This design comes from an exercise in tuning for small area on the open sky130 flow, not from production work. The RTL was checked by simulation tests, not by an equivalence proof against the original design. The flow treats the clock pin as an ideal source. Dropping or thinning the clock tree relies on that and would not hold on a real chip. Power figures rest on the tool's default switching activity, not on a simulated workload.

--- flow/config.mk ---
export PLATFORM = sky130hd
export DESIGN_NAME = a9
export DESIGN_NICKNAME = a9
export VERILOG_FILES = /design/flow/design.v
export SDC_FILE = /design/flow/constraint.sdc
export NUM_CORES = 4
export LEC_CHECK = 0
export CAP_MARGIN = 20
export CORE_MARGIN = 2
export CORE_UTILIZATION = 40
export CTS_BUF_LIST = sky130_fd_sc_hd__clkbuf_4
export SLEW_MARGIN = 20
export SYNTH_HIERARCHICAL = 1
--- flow/constraint.sdc ---
create_clock -name core_clock -period 7.5 [get_ports {clk}]
set_input_delay 1.5000 -clock core_clock [delete_from_list [all_inputs] [get_ports {clk}]]
set_output_delay 1.5000 -clock core_clock [all_outputs]
set_load 0.01 [all_outputs]
--- flow/design.v ---
module fa(a, b, ci, s, co);
input a, b, ci;
output s, co;
assign s = a ^ b ^ ci;
assign co = (a & b) | (ci & (a ^ b));
endmodule
module or2(a, b, y);
input a, b;
output y;
assign y = a | b;
endmodule
module nor2(a, b, y);
input a, b;
output y;
assign y = ~(a | b);
endmodule
module a9(x0,x1,x2,x3,x4,x5,x6,x7,x8,x9,h0,h1,h2,h3,h4,h5,h6,h7,h8,h9,clk,reset,y);
input [3:0] x0,x1,x2,x3,x4,x5,x6,x7,x8,x9;
input [3:0] h0,h1,h2,h3,h4,h5,h6,h7,h8,h9;
input   reset,clk;
output reg [31:0] y;
wire p0_00, p0_01, p0_02, p0_03, p0_10, p0_11, p0_12, p0_13, p0_20, p0_21, p0_22, p0_23, p0_30, p0_31, p0_32, p0_33;
wire p1_00, p1_01, p1_02, p1_03, p1_10, p1_11, p1_12, p1_13, p1_20, p1_21, p1_22, p1_23, p1_30, p1_31, p1_32, p1_33;
wire p2_00, p2_01, p2_02, p2_03, p2_10, p2_11, p2_12, p2_13, p2_20, p2_21, p2_22, p2_23, p2_30, p2_31, p2_32, p2_33;
wire p3_00, p3_01, p3_02, p3_03, p3_10, p3_11, p3_12, p3_13, p3_20, p3_21, p3_22, p3_23, p3_30, p3_31, p3_32, p3_33;
wire p4_00, p4_01, p4_02, p4_03, p4_10, p4_11, p4_12, p4_13, p4_20, p4_21, p4_22, p4_23, p4_30, p4_31, p4_32, p4_33;
wire p5_00, p5_01, p5_02, p5_03, p5_10, p5_11, p5_12, p5_13, p5_20, p5_21, p5_22, p5_23, p5_30, p5_31, p5_32, p5_33;
wire p6_00, p6_01, p6_02, p6_03, p6_10, p6_11, p6_12, p6_13, p6_20, p6_21, p6_22, p6_23, p6_30, p6_31, p6_32, p6_33;
wire p7_00, p7_01, p7_02, p7_03, p7_10, p7_11, p7_12, p7_13, p7_20, p7_21, p7_22, p7_23, p7_30, p7_31, p7_32, p7_33;
wire p8_00, p8_01, p8_02, p8_03, p8_10, p8_11, p8_12, p8_13, p8_20, p8_21, p8_22, p8_23, p8_30, p8_31, p8_32, p8_33;
wire p9_00, p9_01, p9_02, p9_03, p9_10, p9_11, p9_12, p9_13, p9_20, p9_21, p9_22, p9_23, p9_30, p9_31, p9_32, p9_33;
wire s1, c2, s3, c4, s5, c6, s7, c8, c9, s10, c11, s12, c13, s14, c15, s16;
wire c17, s18, c19, s20, c21, s22, c23, s24, c25, s26, c27, s28, c29, s30, c31, s32;
wire c33, s34, c35, s36, c37, s38, c39, s40, c41, s42, c43, s44, c45, s46, c47, s48;
wire c49, s50, c51, s52, c53, s54, c55, s56, c57, s58, c59, s60, c61, s62, c63, s64;
wire c65, s66, c67, s68, c69, s70, c71, s72, c73, c74, s75, c76, s77, c78, s79, c80;
wire s81, c82, s83, c84, s85, c86, s87, c88, s89, c90, s91, c92, s93, c94, s95, c96;
wire s97, c98, s99, c100, s101, c102, s103, c104, s105, c106, s107, c108, s109, c110, s111, c112;
wire s113, c114, s115, c116, s117, c118, s119, c120, s121, c122, s123, c124, s125, c126, s127, c128;
wire s129, c130, s131, c132, s133, c134, s135, c136, s137, c138, s139, c140, s141, c142, s143, c144;
wire s145, c146, s147, c148, s149, c150, s151, c152, s153, c154, s155, c156, s157, c158, s159, c160;
wire s161, c162, s163, c164, s165, c166, s167, c168, s169, c170, s171, c172, s173, c174, s175, c176;
wire s177, c178, s179, c180, s181, c182, s183, c184, s185, c186, s187, c188, s189, c190, s191, c192;
wire c193, s194, c195, s196, c197, s198, c199, s200, c201, s202, c203, s204, c205, s206, c207, s208;
wire c209, s210, c211, s212, c213, s214, c215, s216, c217, s218, c219, s220, c221, s222, c223, s224;
wire c225, s226, c227, s228, c229, s230, c231, s232, c233, s234, c235, s236, c237, s238, c239, s240;
wire c241, c242, s243, c244, s245, c246, s247, c248, s249, c250, s251, c252, s253, c254, s255, c256;
wire s257, c258, s259, c260, s261, c262, s263, c264, s265, c266, s267, c268, s269, c270, s271, c272;
wire s273, c274, s275, c276, s277, c278, s279, c280, s281, c282, s283, c284, s285, c286, s287, c288;
wire s289, c290, s291, c292, s293, c294, s295, c296, s297, c298, c299, s300, c301, c302, c303;
wire [11:0] sum;
assign p0_00 = ~(x0[0] & h0[0]);
assign p0_01 = ~(x0[0] & h0[1]);
assign p0_02 = ~(x0[0] & h0[2]);
assign p0_03 = ~(x0[0] & h0[3]);
assign p0_10 = ~(x0[1] & h0[0]);
assign p0_11 = ~(x0[1] & h0[1]);
assign p0_12 = ~(x0[1] & h0[2]);
assign p0_13 = ~(x0[1] & h0[3]);
assign p0_20 = ~(x0[2] & h0[0]);
assign p0_21 = ~(x0[2] & h0[1]);
assign p0_22 = ~(x0[2] & h0[2]);
assign p0_23 = ~(x0[2] & h0[3]);
assign p0_30 = ~(x0[3] & h0[0]);
assign p0_31 = ~(x0[3] & h0[1]);
assign p0_32 = ~(x0[3] & h0[2]);
assign p0_33 = ~(x0[3] & h0[3]);
assign p1_00 = ~(x1[0] & h1[0]);
assign p1_01 = ~(x1[0] & h1[1]);
assign p1_02 = ~(x1[0] & h1[2]);
assign p1_03 = ~(x1[0] & h1[3]);
assign p1_10 = ~(x1[1] & h1[0]);
assign p1_11 = ~(x1[1] & h1[1]);
assign p1_12 = ~(x1[1] & h1[2]);
assign p1_13 = ~(x1[1] & h1[3]);
assign p1_20 = ~(x1[2] & h1[0]);
assign p1_21 = ~(x1[2] & h1[1]);
assign p1_22 = ~(x1[2] & h1[2]);
assign p1_23 = ~(x1[2] & h1[3]);
assign p1_30 = ~(x1[3] & h1[0]);
assign p1_31 = ~(x1[3] & h1[1]);
assign p1_32 = ~(x1[3] & h1[2]);
assign p1_33 = ~(x1[3] & h1[3]);
assign p2_00 = ~(x2[0] & h2[0]);
assign p2_01 = ~(x2[0] & h2[1]);
assign p2_02 = ~(x2[0] & h2[2]);
assign p2_03 = ~(x2[0] & h2[3]);
assign p2_10 = ~(x2[1] & h2[0]);
assign p2_11 = ~(x2[1] & h2[1]);
assign p2_12 = ~(x2[1] & h2[2]);
assign p2_13 = ~(x2[1] & h2[3]);
assign p2_20 = ~(x2[2] & h2[0]);
assign p2_21 = ~(x2[2] & h2[1]);
assign p2_22 = ~(x2[2] & h2[2]);
assign p2_23 = ~(x2[2] & h2[3]);
assign p2_30 = ~(x2[3] & h2[0]);
assign p2_31 = ~(x2[3] & h2[1]);
assign p2_32 = ~(x2[3] & h2[2]);
assign p2_33 = ~(x2[3] & h2[3]);
assign p3_00 = ~(x3[0] & h3[0]);
assign p3_01 = ~(x3[0] & h3[1]);
assign p3_02 = ~(x3[0] & h3[2]);
assign p3_03 = ~(x3[0] & h3[3]);
assign p3_10 = ~(x3[1] & h3[0]);
assign p3_11 = ~(x3[1] & h3[1]);
assign p3_12 = ~(x3[1] & h3[2]);
assign p3_13 = ~(x3[1] & h3[3]);
assign p3_20 = ~(x3[2] & h3[0]);
assign p3_21 = ~(x3[2] & h3[1]);
assign p3_22 = ~(x3[2] & h3[2]);
assign p3_23 = ~(x3[2] & h3[3]);
assign p3_30 = ~(x3[3] & h3[0]);
assign p3_31 = ~(x3[3] & h3[1]);
assign p3_32 = ~(x3[3] & h3[2]);
assign p3_33 = ~(x3[3] & h3[3]);
assign p4_00 = ~(x4[0] & h4[0]);
assign p4_01 = ~(x4[0] & h4[1]);
assign p4_02 = ~(x4[0] & h4[2]);
assign p4_03 = ~(x4[0] & h4[3]);
assign p4_10 = ~(x4[1] & h4[0]);
assign p4_11 = ~(x4[1] & h4[1]);
assign p4_12 = ~(x4[1] & h4[2]);
assign p4_13 = ~(x4[1] & h4[3]);
assign p4_20 = ~(x4[2] & h4[0]);
assign p4_21 = ~(x4[2] & h4[1]);
assign p4_22 = ~(x4[2] & h4[2]);
assign p4_23 = ~(x4[2] & h4[3]);
assign p4_30 = ~(x4[3] & h4[0]);
assign p4_31 = ~(x4[3] & h4[1]);
assign p4_32 = ~(x4[3] & h4[2]);
assign p4_33 = ~(x4[3] & h4[3]);
assign p5_00 = ~(x5[0] & h5[0]);
assign p5_01 = ~(x5[0] & h5[1]);
assign p5_02 = ~(x5[0] & h5[2]);
assign p5_03 = ~(x5[0] & h5[3]);
assign p5_10 = ~(x5[1] & h5[0]);
assign p5_11 = ~(x5[1] & h5[1]);
assign p5_12 = ~(x5[1] & h5[2]);
assign p5_13 = ~(x5[1] & h5[3]);
assign p5_20 = ~(x5[2] & h5[0]);
assign p5_21 = ~(x5[2] & h5[1]);
assign p5_22 = ~(x5[2] & h5[2]);
assign p5_23 = ~(x5[2] & h5[3]);
assign p5_30 = ~(x5[3] & h5[0]);
assign p5_31 = ~(x5[3] & h5[1]);
assign p5_32 = ~(x5[3] & h5[2]);
assign p5_33 = ~(x5[3] & h5[3]);
assign p6_00 = ~(x6[0] & h6[0]);
assign p6_01 = ~(x6[0] & h6[1]);
assign p6_02 = ~(x6[0] & h6[2]);
assign p6_03 = ~(x6[0] & h6[3]);
assign p6_10 = ~(x6[1] & h6[0]);
assign p6_11 = ~(x6[1] & h6[1]);
assign p6_12 = ~(x6[1] & h6[2]);
assign p6_13 = ~(x6[1] & h6[3]);
assign p6_20 = ~(x6[2] & h6[0]);
assign p6_21 = ~(x6[2] & h6[1]);
assign p6_22 = ~(x6[2] & h6[2]);
assign p6_23 = ~(x6[2] & h6[3]);
assign p6_30 = ~(x6[3] & h6[0]);
assign p6_31 = ~(x6[3] & h6[1]);
assign p6_32 = ~(x6[3] & h6[2]);
assign p6_33 = ~(x6[3] & h6[3]);
assign p7_00 = ~(x7[0] & h7[0]);
assign p7_01 = ~(x7[0] & h7[1]);
assign p7_02 = ~(x7[0] & h7[2]);
assign p7_03 = ~(x7[0] & h7[3]);
assign p7_10 = ~(x7[1] & h7[0]);
assign p7_11 = ~(x7[1] & h7[1]);
assign p7_12 = ~(x7[1] & h7[2]);
assign p7_13 = ~(x7[1] & h7[3]);
assign p7_20 = ~(x7[2] & h7[0]);
assign p7_21 = ~(x7[2] & h7[1]);
assign p7_22 = ~(x7[2] & h7[2]);
assign p7_23 = ~(x7[2] & h7[3]);
assign p7_30 = ~(x7[3] & h7[0]);
assign p7_31 = ~(x7[3] & h7[1]);
assign p7_32 = ~(x7[3] & h7[2]);
assign p7_33 = ~(x7[3] & h7[3]);
assign p8_00 = ~(x8[0] & h8[0]);
assign p8_01 = ~(x8[0] & h8[1]);
assign p8_02 = ~(x8[0] & h8[2]);
assign p8_03 = ~(x8[0] & h8[3]);
assign p8_10 = ~(x8[1] & h8[0]);
assign p8_11 = ~(x8[1] & h8[1]);
assign p8_12 = ~(x8[1] & h8[2]);
assign p8_13 = ~(x8[1] & h8[3]);
assign p8_20 = ~(x8[2] & h8[0]);
assign p8_21 = ~(x8[2] & h8[1]);
assign p8_22 = ~(x8[2] & h8[2]);
assign p8_23 = ~(x8[2] & h8[3]);
assign p8_30 = ~(x8[3] & h8[0]);
assign p8_31 = ~(x8[3] & h8[1]);
assign p8_32 = ~(x8[3] & h8[2]);
assign p8_33 = ~(x8[3] & h8[3]);
assign p9_00 = ~(x9[0] & h9[0]);
assign p9_01 = ~(x9[0] & h9[1]);
assign p9_02 = ~(x9[0] & h9[2]);
assign p9_03 = ~(x9[0] & h9[3]);
assign p9_10 = ~(x9[1] & h9[0]);
assign p9_11 = ~(x9[1] & h9[1]);
assign p9_12 = ~(x9[1] & h9[2]);
assign p9_13 = ~(x9[1] & h9[3]);
assign p9_20 = ~(x9[2] & h9[0]);
assign p9_21 = ~(x9[2] & h9[1]);
assign p9_22 = ~(x9[2] & h9[2]);
assign p9_23 = ~(x9[2] & h9[3]);
assign p9_30 = ~(x9[3] & h9[0]);
assign p9_31 = ~(x9[3] & h9[1]);
assign p9_32 = ~(x9[3] & h9[2]);
assign p9_33 = ~(x9[3] & h9[3]);
fa u2 (.a(p0_00), .b(p1_00), .ci(p2_00), .s(s1), .co(c2));
fa u4 (.a(p3_00), .b(p4_00), .ci(p5_00), .s(s3), .co(c4));
fa u6 (.a(p6_00), .b(p7_00), .ci(p8_00), .s(s5), .co(c6));
fa u8 (.a(p9_00), .b(s1), .ci(s3), .s(s7), .co(c8));
or2 u9 (.a(s5), .b(s7), .y(c9));
fa u11 (.a(p0_01), .b(p0_10), .ci(p1_01), .s(s10), .co(c11));
fa u13 (.a(p1_10), .b(p2_01), .ci(p2_10), .s(s12), .co(c13));
fa u15 (.a(p3_01), .b(p3_10), .ci(p4_01), .s(s14), .co(c15));
fa u17 (.a(p4_10), .b(p5_01), .ci(p5_10), .s(s16), .co(c17));
fa u19 (.a(p6_01), .b(p6_10), .ci(p7_01), .s(s18), .co(c19));
fa u21 (.a(p7_10), .b(p8_01), .ci(p8_10), .s(s20), .co(c21));
fa u23 (.a(p9_01), .b(p9_10), .ci(c2), .s(s22), .co(c23));
fa u25 (.a(c4), .b(c6), .ci(s10), .s(s24), .co(c25));
fa u27 (.a(s12), .b(s14), .ci(s16), .s(s26), .co(c27));
fa u29 (.a(s18), .b(s20), .ci(s22), .s(s28), .co(c29));
fa u31 (.a(c8), .b(s24), .ci(s26), .s(s30), .co(c31));
fa u33 (.a(c9), .b(s28), .ci(s30), .s(s32), .co(c33));
fa u35 (.a(p0_02), .b(p0_11), .ci(p0_20), .s(s34), .co(c35));
fa u37 (.a(p1_02), .b(p1_11), .ci(p1_20), .s(s36), .co(c37));
fa u39 (.a(p2_02), .b(p2_11), .ci(p2_20), .s(s38), .co(c39));
fa u41 (.a(p3_02), .b(p3_11), .ci(p3_20), .s(s40), .co(c41));
fa u43 (.a(p4_02), .b(p4_11), .ci(p4_20), .s(s42), .co(c43));
fa u45 (.a(p5_02), .b(p5_11), .ci(p5_20), .s(s44), .co(c45));
fa u47 (.a(p6_02), .b(p6_11), .ci(p6_20), .s(s46), .co(c47));
fa u49 (.a(p7_02), .b(p7_11), .ci(p7_20), .s(s48), .co(c49));
fa u51 (.a(p8_02), .b(p8_11), .ci(p8_20), .s(s50), .co(c51));
fa u53 (.a(p9_02), .b(p9_11), .ci(p9_20), .s(s52), .co(c53));
fa u55 (.a(c11), .b(c13), .ci(c15), .s(s54), .co(c55));
fa u57 (.a(c17), .b(c19), .ci(c21), .s(s56), .co(c57));
fa u59 (.a(s34), .b(s36), .ci(s38), .s(s58), .co(c59));
fa u61 (.a(s40), .b(s42), .ci(s44), .s(s60), .co(c61));
fa u63 (.a(s46), .b(s48), .ci(s50), .s(s62), .co(c63));
fa u65 (.a(s52), .b(c23), .ci(s54), .s(s64), .co(c65));
fa u67 (.a(s56), .b(c25), .ci(c27), .s(s66), .co(c67));
fa u69 (.a(s58), .b(s60), .ci(s62), .s(s68), .co(c69));
fa u71 (.a(c29), .b(c31), .ci(s64), .s(s70), .co(c71));
fa u73 (.a(s66), .b(s68), .ci(s70), .s(s72), .co(c73));
or2 u74 (.a(c33), .b(s72), .y(c74));
fa u76 (.a(p0_03), .b(p0_12), .ci(p0_21), .s(s75), .co(c76));
fa u78 (.a(p0_30), .b(p1_03), .ci(p1_12), .s(s77), .co(c78));
fa u80 (.a(p1_21), .b(p1_30), .ci(p2_03), .s(s79), .co(c80));
fa u82 (.a(p2_12), .b(p2_21), .ci(p2_30), .s(s81), .co(c82));
fa u84 (.a(p3_03), .b(p3_12), .ci(p3_21), .s(s83), .co(c84));
fa u86 (.a(p3_30), .b(p4_03), .ci(p4_12), .s(s85), .co(c86));
fa u88 (.a(p4_21), .b(p4_30), .ci(p5_03), .s(s87), .co(c88));
fa u90 (.a(p5_12), .b(p5_21), .ci(p5_30), .s(s89), .co(c90));
fa u92 (.a(p6_03), .b(p6_12), .ci(p6_21), .s(s91), .co(c92));
fa u94 (.a(p6_30), .b(p7_03), .ci(p7_12), .s(s93), .co(c94));
fa u96 (.a(p7_21), .b(p7_30), .ci(p8_03), .s(s95), .co(c96));
fa u98 (.a(p8_12), .b(p8_21), .ci(p8_30), .s(s97), .co(c98));
fa u100 (.a(p9_03), .b(p9_12), .ci(p9_21), .s(s99), .co(c100));
fa u102 (.a(p9_30), .b(c35), .ci(c37), .s(s101), .co(c102));
fa u104 (.a(c39), .b(c41), .ci(c43), .s(s103), .co(c104));
fa u106 (.a(c45), .b(c47), .ci(c49), .s(s105), .co(c106));
fa u108 (.a(c51), .b(c53), .ci(s75), .s(s107), .co(c108));
fa u110 (.a(s77), .b(s79), .ci(s81), .s(s109), .co(c110));
fa u112 (.a(s83), .b(s85), .ci(s87), .s(s111), .co(c112));
fa u114 (.a(s89), .b(s91), .ci(s93), .s(s113), .co(c114));
fa u116 (.a(s95), .b(s97), .ci(s99), .s(s115), .co(c116));
fa u118 (.a(c55), .b(c57), .ci(s101), .s(s117), .co(c118));
fa u120 (.a(s103), .b(s105), .ci(c59), .s(s119), .co(c120));
fa u122 (.a(c61), .b(c63), .ci(s107), .s(s121), .co(c122));
fa u124 (.a(s109), .b(s111), .ci(s113), .s(s123), .co(c124));
fa u126 (.a(s115), .b(c65), .ci(c67), .s(s125), .co(c126));
fa u128 (.a(c69), .b(s117), .ci(s119), .s(s127), .co(c128));
fa u130 (.a(s121), .b(s123), .ci(c71), .s(s129), .co(c130));
fa u132 (.a(s125), .b(s127), .ci(c73), .s(s131), .co(c132));
fa u134 (.a(s129), .b(c74), .ci(s131), .s(s133), .co(c134));
fa u136 (.a(p0_13), .b(p0_22), .ci(p0_31), .s(s135), .co(c136));
fa u138 (.a(p1_13), .b(p1_22), .ci(p1_31), .s(s137), .co(c138));
fa u140 (.a(p2_13), .b(p2_22), .ci(p2_31), .s(s139), .co(c140));
fa u142 (.a(p3_13), .b(p3_22), .ci(p3_31), .s(s141), .co(c142));
fa u144 (.a(p4_13), .b(p4_22), .ci(p4_31), .s(s143), .co(c144));
fa u146 (.a(p5_13), .b(p5_22), .ci(p5_31), .s(s145), .co(c146));
fa u148 (.a(p6_13), .b(p6_22), .ci(p6_31), .s(s147), .co(c148));
fa u150 (.a(p7_13), .b(p7_22), .ci(p7_31), .s(s149), .co(c150));
fa u152 (.a(p8_13), .b(p8_22), .ci(p8_31), .s(s151), .co(c152));
fa u154 (.a(p9_13), .b(p9_22), .ci(p9_31), .s(s153), .co(c154));
fa u156 (.a(c100), .b(c76), .ci(c78), .s(s155), .co(c156));
fa u158 (.a(c80), .b(c82), .ci(c84), .s(s157), .co(c158));
fa u160 (.a(c86), .b(c88), .ci(c90), .s(s159), .co(c160));
fa u162 (.a(c92), .b(c94), .ci(c96), .s(s161), .co(c162));
fa u164 (.a(c98), .b(s135), .ci(s137), .s(s163), .co(c164));
fa u166 (.a(s139), .b(s141), .ci(s143), .s(s165), .co(c166));
fa u168 (.a(s145), .b(s147), .ci(s149), .s(s167), .co(c168));
fa u170 (.a(s151), .b(s153), .ci(c102), .s(s169), .co(c170));
fa u172 (.a(c104), .b(c106), .ci(s155), .s(s171), .co(c172));
fa u174 (.a(s157), .b(s159), .ci(s161), .s(s173), .co(c174));
fa u176 (.a(c108), .b(c110), .ci(c112), .s(s175), .co(c176));
fa u178 (.a(c114), .b(c116), .ci(s163), .s(s177), .co(c178));
fa u180 (.a(s165), .b(s167), .ci(c118), .s(s179), .co(c180));
fa u182 (.a(c120), .b(s169), .ci(c122), .s(s181), .co(c182));
fa u184 (.a(c124), .b(s171), .ci(s173), .s(s183), .co(c184));
fa u186 (.a(s175), .b(s177), .ci(c126), .s(s185), .co(c186));
fa u188 (.a(s179), .b(c128), .ci(s181), .s(s187), .co(c188));
fa u190 (.a(s183), .b(c130), .ci(s185), .s(s189), .co(c190));
fa u192 (.a(s187), .b(c132), .ci(s189), .s(s191), .co(c192));
or2 u193 (.a(c134), .b(s191), .y(c193));
fa u195 (.a(p0_23), .b(p0_32), .ci(p1_23), .s(s194), .co(c195));
fa u197 (.a(p1_32), .b(p2_23), .ci(p2_32), .s(s196), .co(c197));
fa u199 (.a(p3_23), .b(p3_32), .ci(p4_23), .s(s198), .co(c199));
fa u201 (.a(p4_32), .b(p5_23), .ci(p5_32), .s(s200), .co(c201));
fa u203 (.a(p6_23), .b(p6_32), .ci(p7_23), .s(s202), .co(c203));
fa u205 (.a(p7_32), .b(p8_23), .ci(p8_32), .s(s204), .co(c205));
fa u207 (.a(p9_23), .b(p9_32), .ci(c136), .s(s206), .co(c207));
fa u209 (.a(c138), .b(c140), .ci(c142), .s(s208), .co(c209));
fa u211 (.a(c144), .b(c146), .ci(c148), .s(s210), .co(c211));
fa u213 (.a(c150), .b(c152), .ci(c154), .s(s212), .co(c213));
fa u215 (.a(s194), .b(s196), .ci(s198), .s(s214), .co(c215));
fa u217 (.a(s200), .b(s202), .ci(s204), .s(s216), .co(c217));
fa u219 (.a(c156), .b(c158), .ci(c160), .s(s218), .co(c219));
fa u221 (.a(c162), .b(s206), .ci(s208), .s(s220), .co(c221));
fa u223 (.a(s210), .b(s212), .ci(c164), .s(s222), .co(c223));
fa u225 (.a(c166), .b(c168), .ci(s214), .s(s224), .co(c225));
fa u227 (.a(s216), .b(c170), .ci(c172), .s(s226), .co(c227));
fa u229 (.a(c174), .b(c176), .ci(s218), .s(s228), .co(c229));
fa u231 (.a(c178), .b(s220), .ci(s222), .s(s230), .co(c231));
fa u233 (.a(s224), .b(c180), .ci(c182), .s(s232), .co(c233));
fa u235 (.a(c184), .b(s226), .ci(s228), .s(s234), .co(c235));
fa u237 (.a(s230), .b(c186), .ci(c188), .s(s236), .co(c237));
fa u239 (.a(s232), .b(s234), .ci(c190), .s(s238), .co(c239));
fa u241 (.a(s236), .b(c192), .ci(s238), .s(s240), .co(c241));
or2 u242 (.a(c193), .b(s240), .y(c242));
fa u244 (.a(p0_33), .b(p1_33), .ci(p2_33), .s(s243), .co(c244));
fa u246 (.a(p3_33), .b(p4_33), .ci(p5_33), .s(s245), .co(c246));
fa u248 (.a(p6_33), .b(p7_33), .ci(p8_33), .s(s247), .co(c248));
fa u250 (.a(p9_33), .b(c195), .ci(c197), .s(s249), .co(c250));
fa u252 (.a(c199), .b(c201), .ci(c203), .s(s251), .co(c252));
fa u254 (.a(c205), .b(s243), .ci(s245), .s(s253), .co(c254));
fa u256 (.a(s247), .b(c207), .ci(c209), .s(s255), .co(c256));
fa u258 (.a(c211), .b(c213), .ci(s249), .s(s257), .co(c258));
fa u260 (.a(s251), .b(c215), .ci(c217), .s(s259), .co(c260));
fa u262 (.a(s253), .b(c219), .ci(c221), .s(s261), .co(c262));
fa u264 (.a(c223), .b(s255), .ci(c225), .s(s263), .co(c264));
fa u266 (.a(s257), .b(s259), .ci(c227), .s(s265), .co(c266));
fa u268 (.a(c229), .b(s261), .ci(c231), .s(s267), .co(c268));
fa u270 (.a(s263), .b(c233), .ci(c235), .s(s269), .co(c270));
fa u272 (.a(s265), .b(s267), .ci(c237), .s(s271), .co(c272));
fa u274 (.a(s269), .b(c239), .ci(s271), .s(s273), .co(c274));
fa u276 (.a(c241), .b(s273), .ci(c242), .s(s275), .co(c276));
fa u278 (.a(c244), .b(c246), .ci(c248), .s(s277), .co(c278));
fa u280 (.a(c250), .b(c252), .ci(s277), .s(s279), .co(c280));
fa u282 (.a(c254), .b(c256), .ci(c258), .s(s281), .co(c282));
fa u284 (.a(c260), .b(s279), .ci(c262), .s(s283), .co(c284));
fa u286 (.a(c264), .b(s281), .ci(c266), .s(s285), .co(c286));
fa u288 (.a(c268), .b(s283), .ci(c270), .s(s287), .co(c288));
fa u290 (.a(s285), .b(c272), .ci(s287), .s(s289), .co(c290));
fa u292 (.a(c274), .b(s289), .ci(c276), .s(s291), .co(c292));
fa u294 (.a(c278), .b(c280), .ci(c282), .s(s293), .co(c294));
fa u296 (.a(c284), .b(s293), .ci(c286), .s(s295), .co(c296));
fa u298 (.a(c288), .b(s295), .ci(c290), .s(s297), .co(c298));
or2 u299 (.a(s297), .b(c292), .y(c299));
fa u301 (.a(c294), .b(c296), .ci(c298), .s(s300), .co(c301));
or2 u302 (.a(s300), .b(c299), .y(c302));
nor2 u303 (.a(c301), .b(c302), .y(c303));
assign sum[0] = s5 ^ s7;
assign sum[1] = ~s32;
assign sum[2] = c33 ^ s72;
assign sum[3] = ~s133;
assign sum[4] = c134 ^ s191;
assign sum[5] = c193 ^ s240;
assign sum[6] = ~s275;
assign sum[7] = ~s291;
assign sum[8] = s297 ^ c292;
assign sum[9] = s300 ^ c299;
assign sum[10] = c301 ^ c302;
assign sum[11] = c303;
always @(posedge clk or posedge reset)
  if (reset) y <= 32'd0;
  else y <= {20'd0, sum};
endmodule
--- flow/flow/run.sh ---
#!/bin/bash
# The standard layout (the standard.sh, synthesis unchanged), with three
# changes to how it is built:
#  - every port is buffered with the smallest buffer, sky130_fd_sc_hd__buf_1,
#    instead of the one buffer_ports picks itself;
#  - the constant outputs y[31:12] share one tie cell instead of one each;
#  - after CTS, the clock tree of the 12 registers is collapsed into its
#    root buffer (flow/post_cts.tcl), so all registers are clocked by one
#    sky130_fd_sc_hd__clkbuf_8 placed at their centre.
set -euo pipefail
export SKIP_REPAIR_TIE_FANOUT=1
export BUFFER_PORTS_ARGS="-buffer_cell sky130_fd_sc_hd__buf_1"
export POST_CTS_TCL="$PWD/flow/post_cts.tcl"
bash standard.sh synth > synth.log 2>&1
bash standard.sh finish > finish.log 2>&1
--- flow/flow/post_cts.tcl ---
# Collapse the clock tree CTS built for the 12 registers into its root
# buffer: every register clock pin is moved onto the root buffer's output,
# and the leaf buffers and dummy loads CTS added are removed.  The root is
# then made a sky130_fd_sc_hd__clkbuf_8, moved to the centre of its
# registers, and the placement legalised again.
set block [ord::get_db_block]
set clk_net [$block findNet clk]
set root ""
foreach it [$clk_net getITerms] {
  set inst [$it getInst]
  if {[string match sky130_fd_sc_hd__clkbuf_* [[$inst getMaster] getName]]} {
    set root $inst
  }
}
if {$root eq ""} { error "post_cts: no root clock buffer on net clk" }
set root_out ""
foreach it [$root getITerms] {
  if {[$it isOutputSignal]} { set root_out [$it getNet] }
}
puts "post_cts: root [$root getName] drives [$root_out getName]"
set moved 0
foreach it [$root_out getITerms] {
  set inst [$it getInst]
  if {$inst eq $root} { continue }
  set mname [[$inst getMaster] getName]
  if {[string match sky130_fd_sc_hd__clkbuf_* $mname]} {
    set onet ""
    foreach o [$inst getITerms] { if {[$o isOutputSignal]} { set onet [$o getNet] } }
    foreach s [$onet getITerms] {
      if {[$s getInst] eq $inst} { continue }
      set sinst [$s getInst]
      if {[string match sky130_fd_sc_hd__clkinv_* [[$sinst getMaster] getName]] && [string match clkload* [$sinst getName]]} {
        puts "post_cts: remove dummy load [$sinst getName]"
        odb::dbInst_destroy $sinst
        continue
      }
      $s disconnect
      $s connect $root_out
      incr moved
    }
    puts "post_cts: remove [$inst getName]"
    odb::dbInst_destroy $inst
    odb::dbNet_destroy $onet
  } elseif {[string match clkload* [$inst getName]]} {
    puts "post_cts: remove dummy load [$inst getName]"
    odb::dbInst_destroy $inst
  }
}
puts "post_cts: moved $moved clock pins onto [$root_out getName]"
set sx 0; set sy 0; set n 0
foreach it [$root_out getITerms] {
  set inst [$it getInst]
  if {$inst eq $root} { continue }
  set loc [$inst getLocation]
  incr sx [lindex $loc 0]; incr sy [lindex $loc 1]; incr n
}
replace_cell [$root getName] sky130_fd_sc_hd__clkbuf_8
$root setPlacementStatus PLACED
$root setLocation [expr {$sx / $n}] [expr {$sy / $n}]
detailed_placement
check_placement -verbose
estimate_parasitics -placement
report_checks -path_delay min_max -format end
--- flow/standard.sh ---
#!/bin/bash
# synth_recipe.tcl (not shown) runs the flow's synth.tcl, then flattens the netlist and writes it again
# the make line also repeats each setting of config.mk as NAME=value (left out here)
make -C /OpenROAD-flow-scripts/flow DESIGN_CONFIG=/design/flow/config.mk WORK_HOME=/design/flow/orfs CLKGATE_MAP_FILE= SYNTH_SCRIPT=/design/flow/synth_recipe.tcl "${@:-finish}"
==> flow_metrics.env <==
export IMPL_grt_overflow=0
export IMPL_ios=114
export IMPL_reg_largest_list="y: 12 flops"
export IMPL_crit_required_ns=7.53
export IMPL_yosysMostFrequentCell="nand2_1"
export IMPL_setup_viol=0
export IMPL_start_util_pct=40.6
export IMPL_final_cell_count_no_fill=570
export IMPL_worst_setup_path_type="in -> reg"
export IMPL_synthCells=360
export IMPL_slew_viol_final=0
export IMPL_rows=37
export IMPL_synth_seq_cells=12
export IMPL_synth_edf_count=0
export IMPL_period_needed_ns=7.23
export IMPL_avgSynthCellArea_um2=11.5
export IMPL_finalInstanceArea_um2=4520
export IMPL_drc=0
export IMPL_syn_area_um2=4140
export IMPL_start_kind="primary input"
export IMPL_power_density_nw_per_um2=541
export IMPL_drive_above_1_share_pct=0.230
export IMPL_seqPwrFrac_pct=7.1
export IMPL_n_antenna_cell=0
export IMPL_fp_dieW_um=106
export IMPL_grt_pass1_vias=3069
export IMPL_crit_path_end_kind="register"
export IMPL_syn_num_nets=590
export IMPL_netSwitchingPower_w=0.00121
export IMPL_path_clk_slew_ns=0.08
export IMPL_p_leak_nw=1.48
export IMPL_synth_commonest_cells="160 x nand2_1, 148 x fa_1, 20 x buf_4, 12 x dfrtp_1, 7 x xor2_1"
export IMPL_synth_top_area_share_pct=71.6
export IMPL_first_pass_iters=5
export IMPL_finalWirelength_um=9930
export IMPL_coreArea_um2=10200
export IMPL_drtIter0Drc=173
export IMPL_largest_reg_flops=12
export IMPL_synthDistinctLibCells=9
export IMPL_wl_per_cell_um=17.4
export IMPL_async_flop_share_pct=100
export IMPL_ant_nets=0
export IMPL_grt_setup_unrepaired="no"
export IMPL_vias=2752
export IMPL_port_buffers=93
export IMPL_vias_per_cell=4.83
export IMPL_die_h_um=106
export IMPL_drv_cap=0
export IMPL_p_clk_share_pct=1.2
export IMPL_synth_area_leaders="fa_1 72%, nand2_1 15%, dfrtp_1 7.3%"
export IMPL_vdd_ir_drop_max_mv=0.409
export IMPL_p_int_w=0.00124
export IMPL_seq_area_frac_synth_pct=7.26
export IMPL_p_sw_share_pct=49.4
export IMPL_hold_viol_final=0
export IMPL_comb_power_share_pct=91.6
export IMPL_cts_sinks=12
export IMPL_numPlacedInstances=569
export IMPL_grt_pass1_wl_um=15600
export IMPL_area_growth_pct=9.25
export IMPL_fin_crit_sh_pct=96.3
export IMPL_max_freq_ghz=0.138
export IMPL_setup_tns_ns=0
export IMPL_critPathMaxFanout=4
export IMPL_final_nets=666
export IMPL_dpl_hpwl_um=9560
export IMPL_synth_ff_type="dfrtp_1"
export IMPL_die_area_um2=11200
export IMPL_grt_use_total_pct=19.2
export IMPL_nFillCells=1003
export IMPL_hp_class="in -> async"
export IMPL_yosysTopAreaCell="fa_1"
export IMPL_status="no timing/DRC/antenna violations"
export IMPL_crit_arrival_ns=7.26
export IMPL_finalWeightedCongestion=0.890
export IMPL_placed_area_um2=4510
export IMPL_largest_register="y"
export IMPL_grt_max_degree=21
export IMPL_ys_warn_count=7
export IMPL_antenna_found_initial=0
[Yosys stat by module, one instance, submodules excluded]
module  times used  cells  cell area (µm²)  flops+latches
fa             148      1             20.0              0
or2              6      1             6.26              0
a9               1    205             1130             12
nor2             1      1             3.75              0
[cell usage in the layout (no fill, tap or decap)]
cell type	netlist	final
nor2_1	1	1
clkbuf_8	0	1
conb_1	1	1
xor2_1	7	7
buf_1	0	93
fa_1	148	148
dfrtp_1	12	12
nand2_1	160	160
or2_1	6	6
inv_1	5	5
[layer usage]
| metal | vias to the layer above | share of wire (%) | wire length (µm) | track usage [%] |
|---|---|---|---|---|
| li1 | 1202 | - | - | - |
| met1 | 1443 | 40 | 4010 | 26.1 |
| met2 | 103 | 55 | 5450 | 35.8 |
| met3 | 4 | 4.1 | 404 | 0.928 |
| met4 | 0 | 0.61 | 61 | 1.50 |
| met5 | - | 0 | 0 | 0 |
[power groups by stage]
stage               combinational, W   clock, W  sequential [W]
global placement             0.00227          0        0.000176
floorplan                    0.00168          0        0.000194
finish                       0.00224  0.0000296        0.000175
global route                 0.00262  0.0000336        0.000177
detailed placement           0.00231          0        0.000177
[area by class of cell]
cell class | count | area, µm² | area share [%]
tap | 136 | 170 | 3.76
clock buffer | 1 | 13.8 | 0.304
timing repair buffer | 93 | 349 | 7.72
sequential | 12 | 300 | 6.64
multi-input combinational | 323 | 3670 | 81.2
inverter | 5 | 18.8 | 0.415
[worst max path at each step]
stage,end,start
after floorplan,y[10],x4[1]
after global placement,y[10],h1[0]
after detailed placement,y[10],h1[0]
after global routing,y[10],x1[1]
final,y[10],h1[0]
[cell families (layout without fill, tap and decap cells)]
kind of cell | after synthesis | after routing | synth area share [%]
AND/OR/NAND/NOR | 167 | 167 | 15.5
buffers and inverters | 25 | 99 | 4.08
adder cells (fa/ha/maj) | 148 | 148 | 71.6
flip-flops | 12 | 12 | 7.26
other | 1 | 1 | 0.0906
XOR/XNOR | 7 | 7 | 1.48
[worst max-delay path: stages]
cell,delay [ns]
buf_1,0.17
nand2_1,0.12
fa_1,0.51
fa_1,0.52
fa_1,0.43
fa_1,0.43
fa_1,0.51
fa_1,0.43
fa_1,0.40
fa_1,0.49
or2_1,0.27
fa_1,0.39
fa_1,0.40
or2_1,0.27
or2_1,0.26
xor2_1,0.16
[through the flow]
step                hold slack (ns)  setup WS (ns)  total power [W]  util, %
floorplan                      1.36          0.591          0.00187        -
global placement               1.51          0.118          0.00244     44.3
detailed placement             1.51         0.0765          0.00248     44.3
global route                   1.37         0.0274          0.00283     44.4
finish                         1.34          0.274          0.00245     44.4

[afterwards: timing with drivers on the ports]
The flow's constraints put no driver on any port. The routed layout listed below was extracted and timed again, unchanged, in two steps. Step 1, drivers: a clkbuf_16 drives clk and a buf_2 each remaining input, both assumed. Step 2 moves the port delays by t, midway between the first and last clock arrival at a register: inputs arrive t later, outputs are due t later. That takes back most of the time a late clock gives input paths. a / b / c = no drivers / after step 1 / after step 2; a / b = the first two.
t (ns): 0.169
setup slack, ns: 0.274 / 0.280 / 0.111
worst hold slack (ns): 1.336 / 1.331 / 1.500
slew at the worst register clock pin (ns): 0.08 / 0.08
pins driven straight from the clock port: 1
After both steps this run still meets setup and hold. The setup slack of this run moves by +0.006 ns with the drivers and by -0.163 ns with both steps.
